Context: an optimization exercise on an open-source flow, tuned for small area and a short achievable clock period. The choices shown serve that exercise and are no tape-out recipe.

==> inputs of wip/nickel <==
Design fixed_point_alu, start of the top module:
module fixed_point_alu (
    input clk,
    input rst,
    input [1:0] op,
    input signed [15:0] a,
    input signed [15:0] b,
    output signed [23:0] out,
    output overflow
);
Settings: LEC_CHECK=0, ABC_AREA=1, CAP_MARGIN=20, CORE_MARGIN=2, CORE_UTILIZATION=40, SLEW_MARGIN=20; clock period 60.0 ns.
standard.sh (not shown) runs the stock make flow with config.mk's settings and CLKGATE_MAP_FILE= SYNTH_SCRIPT=/design/flow/synth_recipe.tcl, a recipe that flattens the netlist after the stock synthesis.
==> flow/flow/run.sh <==
#!/bin/bash
# The standard layout (standard.sh), with timing repair asked for more setup
# slack than the clock needs, so that it sizes up the critical paths.
export SETUP_SLACK_MARGIN=0
export BUFFER_PORTS_ARGS="-buffer_cell sky130_fd_sc_hd__buf_2"
bash standard.sh > standard.log 2>&1
==> wip/onyx (differences from wip/nickel) <==
--- a/flow/design.v
+++ b/flow/design.v
@@ -276,20 +276,131 @@
     wire ms221 = ~bpp6[16] ^ bpp7[14] ^ mc168;
     wire mc222 = (~bpp6[16] & bpp7[14]) | (~bpp6[16] & mc168) | (bpp7[14] & mc168);
     wire ms223 = bpp7[15] ^ 1'b1;
     wire mc224 = bpp7[15] & 1'b1;
     wire [31:0] mra = {1'b1, ~bpp7[16], ms223, ms221, ms219, ms217, ms215, ms213, ms211, ms209, ms207, ms205, ms203, ms201, ms199, ms197, ms195, ms193, ms191, ms189, ms187, ms185, ms183, ms181, ms179, ms177, ms175, ms173, ms171, bneg1, bpp0[1], bpp0[0]};
     wire [31:0] mrb = {1'b0, mc224, mc222, mc220, mc218, mc216, mc214, mc212, mc210, mc208, mc206, mc204, mc202, mc200, mc198, mc196, mc194, mc192, mc190, mc188, mc186, mc184, mc182, mc180, mc178, mc176, mc174, mc172, mc170, ms169, 1'b0, bneg0};
-    wire [32:0] mcy;
+    wire [31:0] mg = mra & mrb;
+    wire [31:0] mo = mra | mrb;
+    wire mc_G1 = mg[0];
+    wire mc_G2 = mg[2] | (mo[2] & mg[1]);
+    wire mc_P2 = mo[2] & mo[1];
+    wire mc_G3 = mg[4] | (mo[4] & mg[3]);
+    wire mc_P3 = mo[4] & mo[3];
+    wire mc_G4 = mg[6] | (mo[6] & mg[5]);
+    wire mc_P4 = mo[6] & mo[5];
+    wire mc_G5 = mg[8] | (mo[8] & mg[7]);
+    wire mc_P5 = mo[8] & mo[7];
+    wire mc_G6 = mg[10] | (mo[10] & mg[9]);
+    wire mc_P6 = mo[10] & mo[9];
+    wire mc_G7 = mg[12] | (mo[12] & mg[11]);
+    wire mc_P7 = mo[12] & mo[11];
+    wire mc_G8 = mg[14] | (mo[14] & mg[13]);
+    wire mc_P8 = mo[14] & mo[13];
+    wire mc_G9 = mg[16] | (mo[16] & mg[15]);
+    wire mc_P9 = mo[16] & mo[15];
+    wire mc_G10 = mg[18] | (mo[18] & mg[17]);
+    wire mc_P10 = mo[18] & mo[17];
+    wire mc_G11 = mg[20] | (mo[20] & mg[19]);
+    wire mc_P11 = mo[20] & mo[19];
+    wire mc_G12 = mg[22] | (mo[22] & mg[21]);
+    wire mc_P12 = mo[22] & mo[21];
+    wire mc_G13 = mg[24] | (mo[24] & mg[23]);
+    wire mc_P13 = mo[24] & mo[23];
+    wire mc_G14 = mg[26] | (mo[26] & mg[25]);
+    wire mc_P14 = mo[26] & mo[25];
+    wire mc_G15 = mg[28] | (mo[28] & mg[27]);
+    wire mc_P15 = mo[28] & mo[27];
+    wire mc_G16 = mg[30] | (mo[30] & mg[29]);
+    wire mc_P16 = mo[30] & mo[29];
+    wire mc_G17 = mc_G2 | (mc_P2 & mc_G1);
+    wire mc_G18 = mc_G4 | (mc_P4 & mc_G3);
+    wire mc_P18 = mc_P4 & mc_P3;
+    wire mc_G19 = mc_G6 | (mc_P6 & mc_G5);
+    wire mc_P19 = mc_P6 & mc_P5;
+    wire mc_G20 = mc_G8 | (mc_P8 & mc_G7);
+    wire mc_P20 = mc_P8 & mc_P7;
+    wire mc_G21 = mc_G10 | (mc_P10 & mc_G9);
+    wire mc_P21 = mc_P10 & mc_P9;
+    wire mc_G22 = mc_G12 | (mc_P12 & mc_G11);
+    wire mc_P22 = mc_P12 & mc_P11;
+    wire mc_G23 = mc_G14 | (mc_P14 & mc_G13);
+    wire mc_P23 = mc_P14 & mc_P13;
+    wire mc_G24 = mc_G16 | (mc_P16 & mc_G15);
+    wire mc_P24 = mc_P16 & mc_P15;
+    wire mc_G25 = mc_G18 | (mc_P18 & mc_G17);
+    wire mc_G26 = mc_G20 | (mc_P20 & mc_G19);
+    wire mc_P26 = mc_P20 & mc_P19;
+    wire mc_G27 = mc_G22 | (mc_P22 & mc_G21);
+    wire mc_P27 = mc_P22 & mc_P21;
+    wire mc_G28 = mc_G24 | (mc_P24 & mc_G23);
+    wire mc_P28 = mc_P24 & mc_P23;
+    wire mc_G29 = mc_G26 | (mc_P26 & mc_G25);
+    wire mc_G30 = mc_G28 | (mc_P28 & mc_G27);
+    wire mc_P30 = mc_P28 & mc_P27;
+    wire mc_G31 = mc_G30 | (mc_P30 & mc_G29);
+    wire mc_G32 = mc_G27 | (mc_P27 & mc_G29);
+    wire mc_G33 = mc_G19 | (mc_P19 & mc_G25);
+    wire mc_G34 = mc_G21 | (mc_P21 & mc_G29);
+    wire mc_G35 = mc_G23 | (mc_P23 & mc_G32);
+    wire mc_G36 = mc_G3 | (mc_P3 & mc_G17);
+    wire mc_G37 = mc_G5 | (mc_P5 & mc_G25);
+    wire mc_G38 = mc_G7 | (mc_P7 & mc_G33);
+    wire mc_G39 = mc_G9 | (mc_P9 & mc_G29);
+    wire mc_G40 = mc_G11 | (mc_P11 & mc_G34);
+    wire mc_G41 = mc_G13 | (mc_P13 & mc_G32);
+    wire mc_G42 = mc_G15 | (mc_P15 & mc_G35);
+    wire mc_G43 = mg[1] | (mo[1] & mc_G1);
+    wire mc_G44 = mg[3] | (mo[3] & mc_G17);
+    wire mc_G45 = mg[5] | (mo[5] & mc_G36);
+    wire mc_G46 = mg[7] | (mo[7] & mc_G25);
+    wire mc_G47 = mg[9] | (mo[9] & mc_G37);
+    wire mc_G48 = mg[11] | (mo[11] & mc_G33);
+    wire mc_G49 = mg[13] | (mo[13] & mc_G38);
+    wire mc_G50 = mg[15] | (mo[15] & mc_G29);
+    wire mc_G51 = mg[17] | (mo[17] & mc_G39);
+    wire mc_G52 = mg[19] | (mo[19] & mc_G34);
+    wire mc_G53 = mg[21] | (mo[21] & mc_G40);
+    wire mc_G54 = mg[23] | (mo[23] & mc_G32);
+    wire mc_G55 = mg[25] | (mo[25] & mc_G41);
+    wire mc_G56 = mg[27] | (mo[27] & mc_G35);
+    wire mc_G57 = mg[29] | (mo[29] & mc_G42);
+    wire mc_G58 = mg[31] | (mo[31] & mc_G31);
     wire [31:0] prod;
-    assign mcy[0] = 1'b0;
-    genvar mi;
-    generate for (mi = 0; mi < 32; mi = mi + 1) begin : mcpa
-        assign prod[mi] = mra[mi] ^ mrb[mi] ^ mcy[mi];
-        assign mcy[mi+1] = (mra[mi] & mrb[mi]) | (mra[mi] & mcy[mi]) | (mrb[mi] & mcy[mi]);
-    end endgenerate
+    assign prod[0] = mra[0] ^ mrb[0] ^ 1'b0;
+    assign prod[1] = mra[1] ^ mrb[1] ^ mc_G1;
+    assign prod[2] = mra[2] ^ mrb[2] ^ mc_G43;
+    assign prod[3] = mra[3] ^ mrb[3] ^ mc_G17;
+    assign prod[4] = mra[4] ^ mrb[4] ^ mc_G44;
+    assign prod[5] = mra[5] ^ mrb[5] ^ mc_G36;
+    assign prod[6] = mra[6] ^ mrb[6] ^ mc_G45;
+    assign prod[7] = mra[7] ^ mrb[7] ^ mc_G25;
+    assign prod[8] = mra[8] ^ mrb[8] ^ mc_G46;
+    assign prod[9] = mra[9] ^ mrb[9] ^ mc_G37;
+    assign prod[10] = mra[10] ^ mrb[10] ^ mc_G47;
+    assign prod[11] = mra[11] ^ mrb[11] ^ mc_G33;
+    assign prod[12] = mra[12] ^ mrb[12] ^ mc_G48;
+    assign prod[13] = mra[13] ^ mrb[13] ^ mc_G38;
+    assign prod[14] = mra[14] ^ mrb[14] ^ mc_G49;
+    assign prod[15] = mra[15] ^ mrb[15] ^ mc_G29;
+    assign prod[16] = mra[16] ^ mrb[16] ^ mc_G50;
+    assign prod[17] = mra[17] ^ mrb[17] ^ mc_G39;
+    assign prod[18] = mra[18] ^ mrb[18] ^ mc_G51;
+    assign prod[19] = mra[19] ^ mrb[19] ^ mc_G34;
+    assign prod[20] = mra[20] ^ mrb[20] ^ mc_G52;
+    assign prod[21] = mra[21] ^ mrb[21] ^ mc_G40;
+    assign prod[22] = mra[22] ^ mrb[22] ^ mc_G53;
+    assign prod[23] = mra[23] ^ mrb[23] ^ mc_G32;
+    assign prod[24] = mra[24] ^ mrb[24] ^ mc_G54;
+    assign prod[25] = mra[25] ^ mrb[25] ^ mc_G41;
+    assign prod[26] = mra[26] ^ mrb[26] ^ mc_G55;
+    assign prod[27] = mra[27] ^ mrb[27] ^ mc_G35;
+    assign prod[28] = mra[28] ^ mrb[28] ^ mc_G56;
+    assign prod[29] = mra[29] ^ mrb[29] ^ mc_G42;
+    assign prod[30] = mra[30] ^ mrb[30] ^ mc_G57;
+    assign prod[31] = mra[31] ^ mrb[31] ^ mc_G31;
     wire [15:0] na = a[15] ? -a : a;
     wire [15:0] E = b[15] ? b : ~b;
     wire cin = ~b[15];
     wire [23:0] N = {na, 8'd0};
     wire [23:0] q1;
     wire [0:0] d1_p23 = N[23];
==> flow/flow/run.sh (replaced) <==
#!/bin/bash
# The standard layout (standard.sh), with timing repair asked for more setup
# slack than the clock needs, so that it sizes up the critical paths.
export SETUP_SLACK_MARGIN=33
export BUFFER_PORTS_ARGS="-buffer_cell sky130_fd_sc_hd__buf_2"
bash standard.sh > standard.log 2>&1
==> flow_summary.toml <==
[critical_path]
worst-path-buf-inv = 10

[sta]
finalCriticalPeriod_ns = 29.81

[yosys]
synth.avg_cell_area_um2 = 5.685
synth-xor-area-share = 0.09602

[final_layout]
syn2layout_area_growth_pct = 1.835

[die]
die_area_um2 = 63010

[routing]
drtIter0Drc = 1849

[run_status]
status = "complete, no violations"
The numbers above come from wip/nickel.

==> flow_summary.toml <==
[yosys]
synthCells = 4447
synth-xor-area-share = 0.09737
synth.avg_cell_area_um2 = 5.493

[die]
die_area_um2 = 63060

[routing]
drtIter0Drc = 2569

[sta]
finalCriticalPeriod_ns = 26.73

[run_status]
status = "complete, no violations"

[final_layout]
syn2layout_area_growth_pct = 20.11
The numbers above come from wip/onyx.

Function was not checked in any run of this note: the RTL went through the layout flow alone.

[static timing again, ports no longer ideal]
The flow's constraints put no driver on any port. The routed layouts listed below were extracted and timed again, unchanged, in two steps.
Step 1 (the two cells are an assumption about what drives the block):
set clk [get_ports {clk}]
set_driving_cell -lib_cell sky130_fd_sc_hd__clkbuf_16 $clk
set_driving_cell -lib_cell sky130_fd_sc_hd__buf_2 [delete_from_list [all_inputs] $clk]
Step 2 moves the port delays by t, midway between the first and last clock arrival at a register: inputs arrive t later, outputs are due t later. That takes back most of the time a late clock gives input paths.
a / b / c = ideal / step 1 / step 2; a / b = the first two.
run | t, ns | slack for setup (ns) | latest minus earliest clock arrival (ns)
wip/nickel | 0.339 | 30.186 / 30.139 / 30.478 | 0.006 / 0.006
wip/onyx | 0.347 | 33.271 / 33.220 / 33.567 | 0.006 / 0.007
After both steps setup and hold are still met in every run listed.
